This is an optimization exercise on Yosys and OpenROAD, whose aim is small area and a short achievable clock period, not a production implementation.
No run shown here included a check of the RTL's function; only the layout flow was run.
Power is estimated from default activity; no workload was simulated.

<file path="flow/run.sh">
#!/bin/bash
# synth_recipe.tcl (not shown) runs the flow's synth.tcl, then flattens the netlist and writes it again
# the make line also repeats each setting of config.mk as NAME=value (left out here)
make -C /OpenROAD-flow-scripts/flow DESIGN_CONFIG=/design/flow/config.mk WORK_HOME=/design/flow/orfs CLKGATE_MAP_FILE= SYNTH_SCRIPT=/design/flow/synth_recipe.tcl finish
</file>
<file path="flow/config.mk">
export PLATFORM = sky130hd
export DESIGN_NAME = simple_debug
export DESIGN_NICKNAME = simple_debug
export VERILOG_FILES = /design/flow/design.v
export SDC_FILE = /design/flow/constraint.sdc
export NUM_CORES = 4
export LEC_CHECK = 0
export CAP_MARGIN = 20
export CORE_MARGIN = 2
export CORE_UTILIZATION = 40
export SETUP_SLACK_MARGIN = 1.2
export SLEW_MARGIN = 20
export SYNTH_HIERARCHICAL = 1
</file>
<file path="flow/constraint.sdc">
create_clock -name core_clock -period 3.0 [get_ports {clk_i}]
set_input_delay 0.6000 -clock core_clock [delete_from_list [all_inputs] [get_ports {clk_i}]]
set_output_delay 0.6000 -clock core_clock [all_outputs]
set_load 0.01 [all_outputs]
</file>
<file path="flow/design.v">
module SimpleRamAoi3(
   input wire a1, a2, b1, b2, c1, c2,
   output wire y
);
   assign y = ~((a1 & a2) | (b1 & b2) | (c1 & c2));
endmodule
module SimpleRamAoi2(
   input wire a1, a2, b1, b2,
   output wire y
);
   assign y = ~((a1 & a2) | (b1 & b2));
endmodule
module SimpleRamAnd4(
   input wire a, b, c, d,
   output wire y
);
   assign y = a & b & c & d;
endmodule
module SimpleRamAnd3(
   input wire a, b, c,
   output wire y
);
   assign y = a & b & c;
endmodule
module SimpleRamNand3(
   input wire a, b, c,
   output wire y
);
   assign y = ~(a & b & c);
endmodule
module SimpleRam(
   input wire clk_i,
   input wire wr_i,                
   input wire rd_i,                
   input wire clr_i,               
   input wire [4:0] addr_i,
   input wire [15:0] data_i,
   output reg [15:0] data_o
);
   reg [15:0] storage[31:0];
   always @ (posedge clk_i)
   begin
      if (wr_i)
         storage[addr_i] <= data_i;
   end
   wire [31:0] rsel = {32{~clr_i}} & (32'b1 << addr_i);
   wire [15:0] word;
   genvar b, g;
   generate
      for (b = 0; b < 16; b = b + 1) begin : bits
         wire [31:0] col;
         wire [10:0] n;
         wire [2:0] m;
         for (g = 0; g < 32; g = g + 1) begin : words
            assign col[g] = storage[g][b];
         end
         for (g = 0; g < 10; g = g + 1) begin : groups
            SimpleRamAoi3 aoi(.a1(col[3*g]), .a2(rsel[3*g]),
                              .b1(col[3*g+1]), .b2(rsel[3*g+1]),
                              .c1(col[3*g+2]), .c2(rsel[3*g+2]),
                              .y(n[g]));
         end
         SimpleRamAoi2 aoi2(.a1(col[30]), .a2(rsel[30]), .b1(col[31]), .b2(rsel[31]), .y(n[10]));
         SimpleRamAnd4 and_0(.a(n[0]), .b(n[1]), .c(n[2]), .d(n[3]), .y(m[0]));
         SimpleRamAnd4 and_1(.a(n[4]), .b(n[5]), .c(n[6]), .d(n[7]), .y(m[1]));
         SimpleRamAnd3 and_2(.a(n[8]), .b(n[9]), .c(n[10]), .y(m[2]));
         SimpleRamNand3 out(.a(m[0]), .b(m[1]), .c(m[2]), .y(word[b]));
      end
   endgenerate
   always @ (posedge clk_i)
   begin
      if (rd_i)
         data_o <= word;
   end
endmodule
`timescale 1ns / 1ps
module simple_debug(
   input wire [15:0] data_i,
   output wire [15:0] data_o,
   input wire [24:0] addr_i,
   input wire read_i,
   input wire write_i,
   input wire [1:0] cs_i,
   input wire clk_i,
   input wire reset_i,
   input wire irq_i,
   output wire irq_o,
   output wire [4:0] leds_o
);
   reg stage_1, stage_2, stage_3;
   reg [15:0] counter;
   reg [15:0] data_q;
   reg irq;
   reg led;
   wire chip_select = cs_i[0] & cs_i[1];
   wire [25:0] a = {cs_i[0], addr_i};
   wire ram_accessed = (a[25:6] == 20'h80);
   wire clear_irq = (a == 26'h0);
   wire access = ~stage_2 & stage_3;
   wire [15:0] ram_d;
   SimpleRam RAM0(.clk_i(clk_i),
                  .wr_i(reset_i & ~write_i & ram_accessed),
                  .rd_i(~reset_i | (~read_i & ram_accessed)),
                  .clr_i(~reset_i),
                  .addr_i(addr_i[5:1]),
                  .data_i(data_i),
                  .data_o(ram_d));
   assign data_o = data_q;
   assign irq_o = irq;
   assign leds_o = {led, irq_i, counter[15], counter[0], 1'b1};
   always @ (posedge clk_i)
   begin
      if (!reset_i)
      begin
         counter <= 0;
         stage_3 <= 0;
         stage_2 <= 0;
         stage_1 <= 0;
         data_q <= 0;
         irq <= 0;
      end
      else
      begin
         if (&counter)
            irq <= 1;
         counter <= counter + 1;
         stage_3 <= stage_2;
         stage_2 <= stage_1;
         stage_1 <= chip_select;
         if (access)
         begin
            if (!read_i)
               data_q <= ram_accessed ? ram_d : (addr_i[15:0] | {15'b0, cs_i[0]});
            if (!write_i && !ram_accessed)
            begin
               if (clear_irq)
                  irq <= data_i[0];
               else
                  led <= data_i[0];
            end
         end
      end
   end
endmodule
</file>
==> summary.txt, run 1 <==
Peak VDD IR - 490 µV
DRC - 0
Root buf cell - clkbuf_16
Post-synthesis cell type count - 48
Post-Syn Area - 20400 µm²
Hold Buf Count CTS - 0
Switching share of total power - 20.4%
Clk pwr share - 42.6%
Hold slack - 0.330 ns
Post-synth EDFFs - 529
Register bit count reported by yosys - 565
Slew HR - 53.9%
Syn_area_per_cell - 19.1 µm²
Largest net degree at the start of global routing - 33
WS Path Type - in -> reg
First drt pass iteration count - 10
Die area - 52700 µm²
CP Capture Type - flip-flop
Clock latency on the worst-skew pair - 0.61 ns
Crit Path Max Fanout - 8
Most common cell in the netlist - edfxtp_1
Vias - 13100
WP data arrival - 2.75 ns
First-pass GRT wire length - 85.2 mm
Slew at the pin closest to its max-slew limit - 0.691 ns
Remaining Overflow, GRT - 0
Max Cap Viol - 0
Result of the run - complete, no violations
Core ar. - 50200 µm²
Clk sinks - 565
Synth Net Count - 1117
Final RePlAce weighted congestion - 0.847
Pwr Total - 0.0163 W
Wire length per cell - 27.0 µm
Synthesized netlist cell count - 1068
Synth warn - 8
Fin cells - 2212
Power per cell area - 581 nW/µm²
Share of layout cells above drive strength 1 - 39.6%
I/O pin count - 70
CTS buffer count - 57
Switching Power - 0.00333 W
Gr usage total - 22.1%
Vias in the first global route - 12800
DR vias/cell - 5.91
Syn-to-layout area delta - 38.2%
Routed WL - 59.8 mm
Met3 Usage GRT - 6.51%
Post-route ant nets - 0
Fin Setup TNS - 0 ns
Row cnt - 82
Die width - 230 µm
Port buffer count - 66
Initial cell density of the core - 40.6%
Clock transition at the registers of the reported paths - 0.06 ns
Period utilization - 80.6%
Pleak - 9.28 nW
Critical Path Start Type - primary input
Layout Skew - 0.0297 ns
Final setup fails - 0
Top_reg_cell synth - edfxtp_1
Peak Freq - 414 MHz
Final min period - 2.42 ns
Synth async-reset ratio - 0%
Synth top area share - 78.1%
Die Y - 230 µm
Grt met2 use - 34.6%
Post-synth top cells - edfxtp_1, a222oi_1, nor2_1, dfxtp_1, and4_1
Post-DP HPWL - 33.6 mm
Internal power - 0.0130 W
Clock tree buffer depth - 3
Fill cell total of the finished layout - 3766
Initial antenna violation count - 2
Top Usage Layer GRT - met2
Final net count - 1548
H-tree levels - 2
Seq pwr share - 53.1%
Ant diodes - 0
Placed cells - 1985
CTS tree - done
Max-slew violation total from the final report - 0
Cell taking the most area after synthesis - edfxtp_1
Final-report hold violation count - 0
Gate power share - 4.3%
Unrepaired setup endpoints after global routing - true
Synth area leaders - edfxtp_1, a222oi_1, dfxtp_1, nor2_1, and4_1
M1 GR Usage - 29.8%
Register area share after synthesis - 81.6%
Drt first-iter violations - 1817
Tightest Hold Check Type - in -> reg
Req. time, crit path - 3.33 ns
## modules after synthesis (local to each module, per instance)
module	copies in the design	cells	area, µm²
simple_debug	1	206	1770
SimpleRamAoi2	16	1	12.5
SimpleRamAnd4	32	1	8.76
SimpleRamAnd3	16	1	6.26
SimpleRamAoi3	160	1	10.0
SimpleRamNand3	16	1	5.00
SimpleRam	1	622	16300
## flip-flops by register name, indices dropped and copies added (netlist names)
signal / cells
RAM0.data_o: 16
RAM0.storage: 512
counter: 16
data_q: 16
irq: 1
led: 1
stage_1: 1
stage_2: 1
stage_3: 1
## final cells by class
class	instances	area, µm²	area share (%)
sequential	565	16600	59.1
clock buffer	64	1450	5.17
multi-input combinational	472	4350	15.5
tap	672	841	2.99
clock inverter	36	360	1.28
timing repair buffer	398	4480	15.9
inverter	5	26.3	0.0934
## logic make-up after synthesis
logic type,count (synthesis),share of synthesized area (%)
compound gates,232,10.6
xor+xnor,11,0.473
fa+ha+maj,1,0.0615
buf+inv,32,0.861
flops,565,81.6
mux,1,0.0492
other cells,1,0.0184
simple gates,225,6.36
## per-layer routing
metal | share of wire, % | wire [µm]
met5 | 0.022 | 13
met1 | 40 | 23900
met2 | 48 | 28400
met4 | 2.6 | 1540
met3 | 9.8 | 5850
## power by group through the flow
| stage | clock network (W) | logic [W] | registers, W |
|---|---|---|---|
| 2_1_floorplan | 0 | 0.000143 | 0.00882 |
| 3_3_place_gp | 0 | 0.000536 | 0.00883 |
| 3_5_place_dp | 0 | 0.000547 | 0.00883 |
| 4_1_cts | 0.00705 | 0.000656 | 0.00866 |
| 5_1_grt | 0.00735 | 0.000741 | 0.00866 |
| 6_report | 0.00695 | 0.000710 | 0.00866 |
## final timing paths
check                                    startpoint                   end  slack [ns]  depth (start not counted)
worst max-delay path                     addr_i[24]  RAM0.storage[21][10]        0.58                         13
worst min-delay path                      addr_i[3]             data_q[3]        0.33                          3
worst max register to register  RAM0.storage[18][4]        RAM0.data_o[4]        1.29                          3
worst min register to register              stage_1               stage_2        0.46                          1
## per-stage QoR
| stage | worst slack (ns) | area [µm²] | util [%] |
|---|---|---|---|
| after floorplan | 0.113 | 20600 | - |
| after global placement | -0.334 | 24100 | 48.1 |
| after detailed placement | -0.329 | 24100 | 48.1 |
| after CTS | 0.717 | 27600 | 55.1 |
| after global routing | 0.552 | 28100 | 56.1 |
| final | 0.583 | 28100 | 56.1 |
## placed cells by master (no fill, tap or decap), drive strengths merged, types with 2 or more instances in the layout
| cell type | n |
|---|---|
| nand4b | 4 |
| clkdlybuf4s50 | 21 |
| a222oi | 160 |
| nand4bb | 6 |
| or4b | 4 |
| edfxtp | 529 |
| xnor2 | 10 |
| nand2 | 7 |
| nor4b | 2 |
| bufinv | 7 |
| dfxtp | 36 |
| or4 | 2 |
| o21ai | 19 |
| buf | 357 |
| nor4 | 10 |
| a41oi | 9 |
| a22oi | 16 |
| nor3 | 7 |
| a21oi | 13 |
| clkinvlp | 2 |
| and2 | 4 |
| clkinv | 24 |
| nand2b | 3 |
| and3 | 18 |
| and4 | 32 |
| clkdlybuf4s15 | 5 |
| nand4 | 11 |
| nand3 | 26 |
| or3 | 2 |
| o31ai | 5 |
| a31oi | 6 |
| inv | 8 |
| clkbuf | 79 |
| nor2 | 84 |
## worst max-delay path, stage by stage
cell	delay [ns]
buf_2	0.12
nor4_4	0.33
and2_4	0.21
nand3_4	0.09
nor3_4	0.25
buf_4	0.17
buf_6	0.10
buf_6	0.10
nand4b_1	0.12
buf_4	0.16
buf_6	0.12
nor2_4	0.17
clkbuf_16	0.20
## timing repair
| item | CTS | global route |
|---|---|---|
| endpoints found under the setup margin | 567 | 545 |
| pin swaps | 79 | 57 |
| gates cloned | 23 | 4 |
| resized for setup | 363 | 114 |
| setup buffers | 87 | 13 |
==> inputs of run 2 (changes only) <==
--- a/flow/config.mk
+++ b/flow/config.mk
@@ -7,2 +7,3 @@
 export LEC_CHECK = 0
+export ABC_CLOCK_PERIOD_IN_PS = 800
 export CAP_MARGIN = 20
==> summary.txt, run 2 <==
CP Capture Type - flip-flop (unchanged)
R2R cell count - 3 (unchanged)
Final RePlAce weighted congestion - 0.847 (unchanged)
Clk sinks - 565 (unchanged)
Synth area leaders - edfxtp_1, a222oi_1, dfxtp_1, nor2_1, and4_1 (unchanged)
Period utilization - 80.6% (unchanged)
PnR worst setup slack - 0.583 ns (unchanged)
Tightest Hold Check Type - in -> reg (unchanged)
Die Y - 230 µm (unchanged)
Critical Path Start Type - primary input (unchanged)
Peak VDD IR - 490 µV (unchanged)
Clock transition at the registers of the reported paths - 0.06 ns (about the same)
Syn-to-layout area delta - 38.2% (unchanged)
Result of the run - complete, no violations (unchanged)
Syn_area_per_cell - 19.1 µm² (unchanged)
Die area - 52700 µm² (unchanged)
Initial cell density of the core - 40.6% (unchanged)
H-tree levels - 2 (unchanged)
Max FFs per register - 512 (unchanged)
Root buf cell - clkbuf_16 (unchanged)
Core ar. - 50200 µm² (unchanged)
Post-synth EDFFs - 529 (unchanged)
Post-Route Utilization - 56.1% (unchanged)
DRC - 0 (unchanged)
Routed WL - 59.8 mm (unchanged)
Fin area - 28100 µm² (unchanged)
Initial antenna violation count - 2 (unchanged)
Post-synthesis cell type count - 48 (unchanged)
First drt pass iteration count - 10 (unchanged)
CTS tree - done (unchanged)
Register area share after synthesis - 81.6% (unchanged)
Most frequent cells in the layout - edfxtp_1, buf_4, a222oi_1 (unchanged)
Post-Syn Area - 20400 µm² (unchanged)
WS Path Type - in -> reg (unchanged)
Met3 Usage GRT - 6.51% (unchanged)
WP data arrival - 2.75 ns (about the same)
Register bit count reported by yosys - 565 (unchanged)
Wire length per cell - 27.0 µm (unchanged)
Req. time, crit path - 3.33 ns (about the same)
Largest net degree at the start of global routing - 33 (unchanged)
First-pass GRT wire length - 85.2 mm (unchanged)
Synth Net Count - 1117 (unchanged)
Post-route ant nets - 0 (unchanged)
Synth top area share - 78.1% (unchanged)
Post-DP HPWL - 33.6 mm (unchanged)
Top Usage Layer GRT - met2 (unchanged)
Clock tree buffer depth - 3 (unchanged)
Top_reg_cell synth - edfxtp_1 (unchanged)
Synth warn - 8 (unchanged)
Slew at the pin closest to its max-slew limit - 0.691 ns (unchanged)
Vias in the first global route - 12800 (unchanged)
CTS buffer count - 57 (unchanged)
Placed instance area - 24100 µm² (unchanged)
Share of layout cells above drive strength 1 - 39.6% (unchanged)
Crit Path Max Fanout - 8 (unchanged)
Commonest non-fill, non-tap cell in the layout - edfxtp_1 (unchanged)
Die width - 230 µm (unchanged)
Grt met2 use - 34.6% (unchanged)
Final net count - 1548 (unchanged)
Port buffer count - 66 (unchanged)
M1 GR Usage - 29.8% (unchanged)
Final setup fails - 0 (unchanged)
Row cnt - 82 (unchanged)
Most common cell in the netlist - edfxtp_1 (unchanged)
Slew HR - 53.9% (unchanged)
I/O pin count - 70 (unchanged)
Max Cap Viol - 0 (unchanged)
Power per cell area - 581 nW/µm² (unchanged)
Max-slew violation total from the final report - 0 (unchanged)
Post-synth top cells - edfxtp_1, a222oi_1, nor2_1, dfxtp_1, and4_1 (unchanged)
Largest reg by FF count - RAM0.storage (unchanged)
Gr usage total - 22.1% (unchanged)
Peak Freq - 414 MHz (unchanged)
Hold depth - 3 (unchanged)
Clock latency on the worst-skew pair - 0.61 ns (about the same)
Synth async-reset ratio - 0% (unchanged)
Ant diodes - 0 (unchanged)
Unrepaired setup endpoints after global routing - true (unchanged)
Drt first-iter violations - 1817 (unchanged)
Place WS - -0.329 ns (unchanged)
Final min period - 2.42 ns (unchanged)
Cell taking the most area after synthesis - edfxtp_1 (unchanged)
DR vias/cell - 5.91 (unchanged)
Vias - 13100 (unchanged)
Hold Buf Count CTS - 0 (unchanged)
Synthesized netlist cell count - 1068 (unchanged)
Remaining Overflow, GRT - 0 (unchanged)
Layout Skew - 0.0297 ns (unchanged)
Final-report hold violation count - 0 (unchanged)
Pleak - 9.28 nW (unchanged)
run 2: per-stage QoR:
step / total power [W] / cells / TNS (ns) / hold slack, ns
final: 0.0163 / 2212 / 0 / 0.330
after global routing: 0.0168 / 2212 / 0 / 0.314
after CTS: 0.0164 / 2195 / 0 / 0.297
after detailed placement: 0.00938 / 1985 / -84.31 / 0.417
after global placement: 0.00937 / 1985 / -79.91 / 0.424
after floorplan: 0.00896 / 1068 / 0 / 0.412
run 2: Yosys stat by module (local to each module, per instance):
module / cells inside / flops+latches
SimpleRamAoi3: 1 / 0
simple_debug: 206 / 37
SimpleRamAnd4: 1 / 0
SimpleRamAoi2: 1 / 0
SimpleRamAnd3: 1 / 0
SimpleRam: 622 / 528
SimpleRamNand3: 1 / 0
run 2: report_power, final:
part	switching [W]	total (W)	leakage, nW	internal [W]
Clock	0.00290	0.00695	0.889	0.00406
Combinational	0.000411	0.000710	3.33	0.000299
Sequential	0.0000215	0.00866	5.07	0.00864
run 2: cells by family after synthesis:
group,synth area share (%)
flops,81.6
buf+inv,0.861
other cells,0.0184
xor+xnor,0.473
simple gates,6.36
compound gates,10.6
mux,0.0492
fa+ha+maj,0.0615
run 2: routing by layer:
layer,up-vias,wire (µm)
met1,6686,23900
met2,693,28400
li1,5617,-
met5,-,13
met3,85,5850
met4,2,1540
run 2: layout make-up:
| cell class | instances | area [µm²] |
|---|---|---|
| clock buffer | 64 | 1450 |
| clock inverter | 36 | 360 |
| fill | 3766 | 22000 |
| inverter | 5 | 26.3 |
| multi-input combinational | 472 | 4350 |
| sequential | 565 | 16600 |
| tap | 672 | 841 |
| timing repair buffer | 398 | 4480 |
run 2: worst paths after layout:
| path | start | endpoint | slack [ns] |
|---|---|---|---|
| worst max register to register | RAM0.storage[18][4] | RAM0.data_o[4] | 1.29 |
| worst min register to register | stage_1 | stage_2 | 0.46 |
| worst max-delay path | addr_i[24] | RAM0.storage[21][10] | 0.58 |
| worst min-delay path | addr_i[3] | data_q[3] | 0.33 |
run 2: repair_timing:
action	in CTS	in global routing
gates resized for setup	363	114
cloned	23	4
setup buffers	87	13
pin swaps	79	57
setup endpoints to repair	567	545
run 2: critical path: stages:
cell       delay, ns
buf_2           0.12
nor4_4          0.33
and2_4          0.21
nand3_4         0.09
nor3_4          0.25
buf_4           0.17
buf_6           0.10
buf_6           0.10
nand4b_1        0.12
buf_4           0.16
buf_6           0.12
nor2_4          0.17
clkbuf_16       0.20
==> inputs of run 3 (changes only) <==
--- a/flow/config.mk
+++ b/flow/config.mk
@@ -11,2 +11,4 @@
 export CORE_UTILIZATION = 40
+export CTS_CLUSTER_DIAMETER = 100
+export CTS_CLUSTER_SIZE = 24
 export SETUP_SLACK_MARGIN = 1.2
==> summary.txt, run 3 <==
Max FFs per register - 512 (unchanged)
CP Capture Type - flip-flop (unchanged)
Row cnt - 82 (unchanged)
Gr usage total - 21.2% (was 22.1%)
Post-Syn Area - 20400 µm² (unchanged)
Initial antenna violation count - 1 (was 2)
Peak VDD IR - 355 µV (was 490 µV)
Die width - 230 µm (unchanged)
Req. time, crit path - 3.30 ns (was 3.33 ns)
Layout Skew - 0.0306 ns (was 0.0297 ns)
Clock latency on the worst-skew pair - 0.59 ns (was 0.61 ns)
First-pass GRT wire length - 82.8 mm (was 85.2 mm)
Vias - 12900 (was 13100)
I/O pin count - 70 (unchanged)
First drt pass iteration count - 9 (was 10)
CTS buffer count - 27 (was 57)
Wire length per cell - 27.3 µm (was 27.0 µm)
Placed instance area - 24100 µm² (unchanged)
CTS tree - done (unchanged)
Die Y - 230 µm (unchanged)
Synth Net Count - 1117 (unchanged)
Clk sinks - 565 (unchanged)
Commonest non-fill, non-tap cell in the layout - edfxtp_1 (unchanged)
Top_reg_cell synth - edfxtp_1 (unchanged)
Final min period - 2.46 ns (was 2.42 ns)
Routed WL - 59.3 mm (was 59.8 mm)
Fill cell total of the finished layout - 3806 (was 3766)
Synth top area share - 78.1% (unchanged)
Peak Freq - 406 MHz (was 414 MHz)
Worst setup startpoint - addr_i[9] (was addr_i[24])
Area of the multi-input gates - 4360 µm² (was 4350 µm²)
Synth area leaders - edfxtp_1, a222oi_1, dfxtp_1, nor2_1, and4_1 (unchanged)
Post-synth top cells - edfxtp_1, a222oi_1, nor2_1, dfxtp_1, and4_1 (unchanged)
Syn-to-layout area delta - 34.8% (was 38.2%)
DR vias/cell - 5.93 (was 5.91)
Initial cell density of the core - 40.6% (unchanged)
Slowest stage delay, CP - 0.54 ns (was 0.33 ns)
Final net count - 1538 (was 1548)
Register area share after synthesis - 81.6% (unchanged)
Largest net degree at the start of global routing - 33 (unchanged)
Largest reg by FF count - RAM0.storage (unchanged)
WP data arrival - 2.76 ns (was 2.75 ns)
Max Cap Viol - 0 (unchanged)
Post-synth EDFFs - 529 (unchanged)
Post-route ant nets - 0 (unchanged)
Drt first-iter violations - 1878 (was 1817)
Post-synthesis cell type count - 48 (unchanged)
Clock transition at the registers of the reported paths - 0.10 ns (was 0.06 ns)
Most frequent cells in the layout - edfxtp_1, buf_4, a222oi_1 (unchanged)
Register area - 16600 µm² (about the same)
Ant diodes - 0 (unchanged)
Final-report hold violation count - 0 (unchanged)
Pleak - 8.88 nW (was 9.28 nW)
Crit Path Max Fanout - 8 (unchanged)
Synth async-reset ratio - 0% (unchanged)
Fin area - 27400 µm² (was 28100 µm²)
Die area - 52700 µm² (unchanged)
Most common cell in the netlist - edfxtp_1 (unchanged)
Result of the run - complete, no violations (unchanged)
FF-to-FF Start - RAM0.storage[6][0] (was RAM0.storage[18][4])
Syn_area_per_cell - 19.1 µm² (unchanged)
Critical-path cell list - buf_8 > nor4_4 > and3_4 > nand3_4 > nor3_4 > or4b_4 > buf_6 > buf_12 > nor2_4 > buf_6 > buf_12 (was buf_2 > nor4_4 > and2_4 > nand3_4 > nor3_4 > buf_4 > buf_6 > buf_6 > nand4b_1 > buf_4 > buf_6 > nor2_4 > clkbuf_16)
Port buffer count - 66 (unchanged)
Slew at the pin closest to its max-slew limit - 0.602 ns (was 0.691 ns)
Slew HR - 59.9% (was 53.9%)
Register bit count reported by yosys - 565 (unchanged)
Fin Setup TNS - 0 ns (unchanged)
Synth warn - 8 (unchanged)
WS Path Type - in -> reg (unchanged)
Vias in the first global route - 12300 (was 12800)
Power per cell area - 487 nW/µm² (was 581 nW/µm²)
Final RePlAce weighted congestion - 0.847 (unchanged)
Root buf cell - clkbuf_16 (unchanged)
Remaining Overflow, GRT - 0 (unchanged)
H-tree levels - 1 (was 2)
Critical Path Start Type - primary input (unchanged)
Hold Buf Count CTS - 0 (unchanged)
Share of layout cells above drive strength 1 - 38.6% (was 39.6%)
Synthesized netlist cell count - 1068 (unchanged)
Unrepaired setup endpoints after global routing - true (unchanged)
Clock tree buffer depth - 3 (unchanged)
Final setup fails - 0 (unchanged)
Worst-path cell with the longest stage delay - or4b_4 (was nor4_4)
DRC - 0 (unchanged)
Cell taking the most area after synthesis - edfxtp_1 (unchanged)
Max-slew violation total from the final report - 0 (unchanged)
Tightest Hold Check Type - in -> reg (unchanged)
Core ar. - 50200 µm² (unchanged)
Post-DP HPWL - 33.6 mm (unchanged)
Period utilization - 82.1% (was 80.6%)
Min-Delay Startpoint - addr_i[3] (unchanged)
## run 3: cell count changes in the layout (fill, tap and decap cells not counted), moves of 7 or more
cell	change
bufinv_16	-7
clkinv_2	-11
clkbuf_16	-28
buf_6	+14
clkinv_1	-12
buf_2	-11
## run 3: layout make-up
class,count,area share (%)
Sequential cell,565,60.6
Timing Repair Buffer,419,17.7
Multi-Input combinational cell,471,15.9
Tap cell,672,3.07
Clock buffer,38,2.61
Inverter,5,0.0958
Clock inverter,1,0.0593
## run 3: Yosys stat by module (local to each module, per instance)
module	area (µm²)	cells inside	times used	flops+latches
SimpleRamAoi2	12.5	1	16	0
SimpleRamAnd4	8.76	1	32	0
SimpleRam	16300	622	1	528
SimpleRamAoi3	10.0	1	160	0
simple_debug	1770	206	1	37
SimpleRamNand3	5.00	1	16	0
SimpleRamAnd3	6.26	1	16	0
## run 3: worst max-delay path, delay by kind of cell
kind          cells  cell delay [ns]
simple gates      6             1.55
buf+inv           5             0.59
## run 3: kinds of logic (layout without fill, tap and decap cells)
logic type / Yosys count / in the layout / share of synthesized area [%]
AO/OA/AOI/OAI: 232 / 232 / 10.6
XOR/XNOR: 11 / 11 / 0.473
adder cells (fa/ha/maj): 1 / 1 / 0.0615
buffers and inverters: 32 / 463 / 0.861
flip-flops: 565 / 565 / 81.6
multiplexers: 1 / 1 / 0.0492
other: 1 / 1 / 0.0184
AND/OR/NAND/NOR: 225 / 225 / 6.36
## run 3: metrics by stage
stage	hold slack [ns]	util, %	total power (W)	setup WS, ns	instances
floorplan	0.412	-	0.00896	0.113	1068
global placement	0.424	48.1	0.00937	-0.334	1985
detailed placement	0.417	48.1	0.00938	-0.329	1985
CTS	0.308	52.6	0.0133	0.633	2125
global route	0.275	54.7	0.0137	0.509	2171
finish	0.282	54.7	0.0133	0.538	2171
## run 3: report_power, final
part | total (W) | switching, W | internal, W
sequential | 0.00865 | 0.0000212 | 0.00863
combinational | 0.000714 | 0.000412 | 0.000302
clock | 0.00398 | 0.00231 | 0.00167
## run 3: worst paths after layout
kind,end,slack (ns),cells after the start
max reg2reg,RAM0.data_o[0],1.32,3
min reg2reg,stage_2,0.46,1
max,RAM0.storage[12][15],0.54,11
min,data_q[3],0.28,3
## run 3: timing repair
action | 4_1_cts | 5_1_grt
pin swaps | 36 | 78
setup buffers | 76 | 40
resized for setup | 299 | 195
gates cloned | 25 | 6
endpoints found under the setup margin | 567 | 550
## run 3: metal layers
layer | up-vias | wire length [µm] | global-route usage [%]
met2 | 610 | 28800 | 35.3
met3 | 70 | 4740 | 2.85
met1 | 6631 | 24600 | 30.5
met5 | - | 0 | 0
met4 | 0 | 1250 | 3.25
li1 | 5560 | - | -

[what the ideal ports hide]
The flow's constraints put no driver on any port. The routed layouts listed below were extracted and timed again, unchanged, in two steps. Step 1 sets driving cells, clkbuf_16 on the clock port and buf_2 on the other inputs (assumed; they add their load-dependent delay and slew). Step 2 adds t to the input delays and takes it off the output delays; t is the mean of the earliest and latest rising clock arrival at the registers after step 1. Input paths then give back, and output paths get back, about the clock's delay inside the block. Three values: no drivers, after step 1, after step 2; two values: the first two.
run	t (ns)	slack for setup (ns)	worst data-port slew with drivers (ns)
run 1	0.654	0.583 / 0.597 / -0.057	0.07
run 2	0.654	0.583 / 0.597 / -0.057	0.07
run 3	0.632	0.538 / 0.539 / -0.093	0.08
With both steps, setup timing fails in every run listed, where it was met with ideal ports.
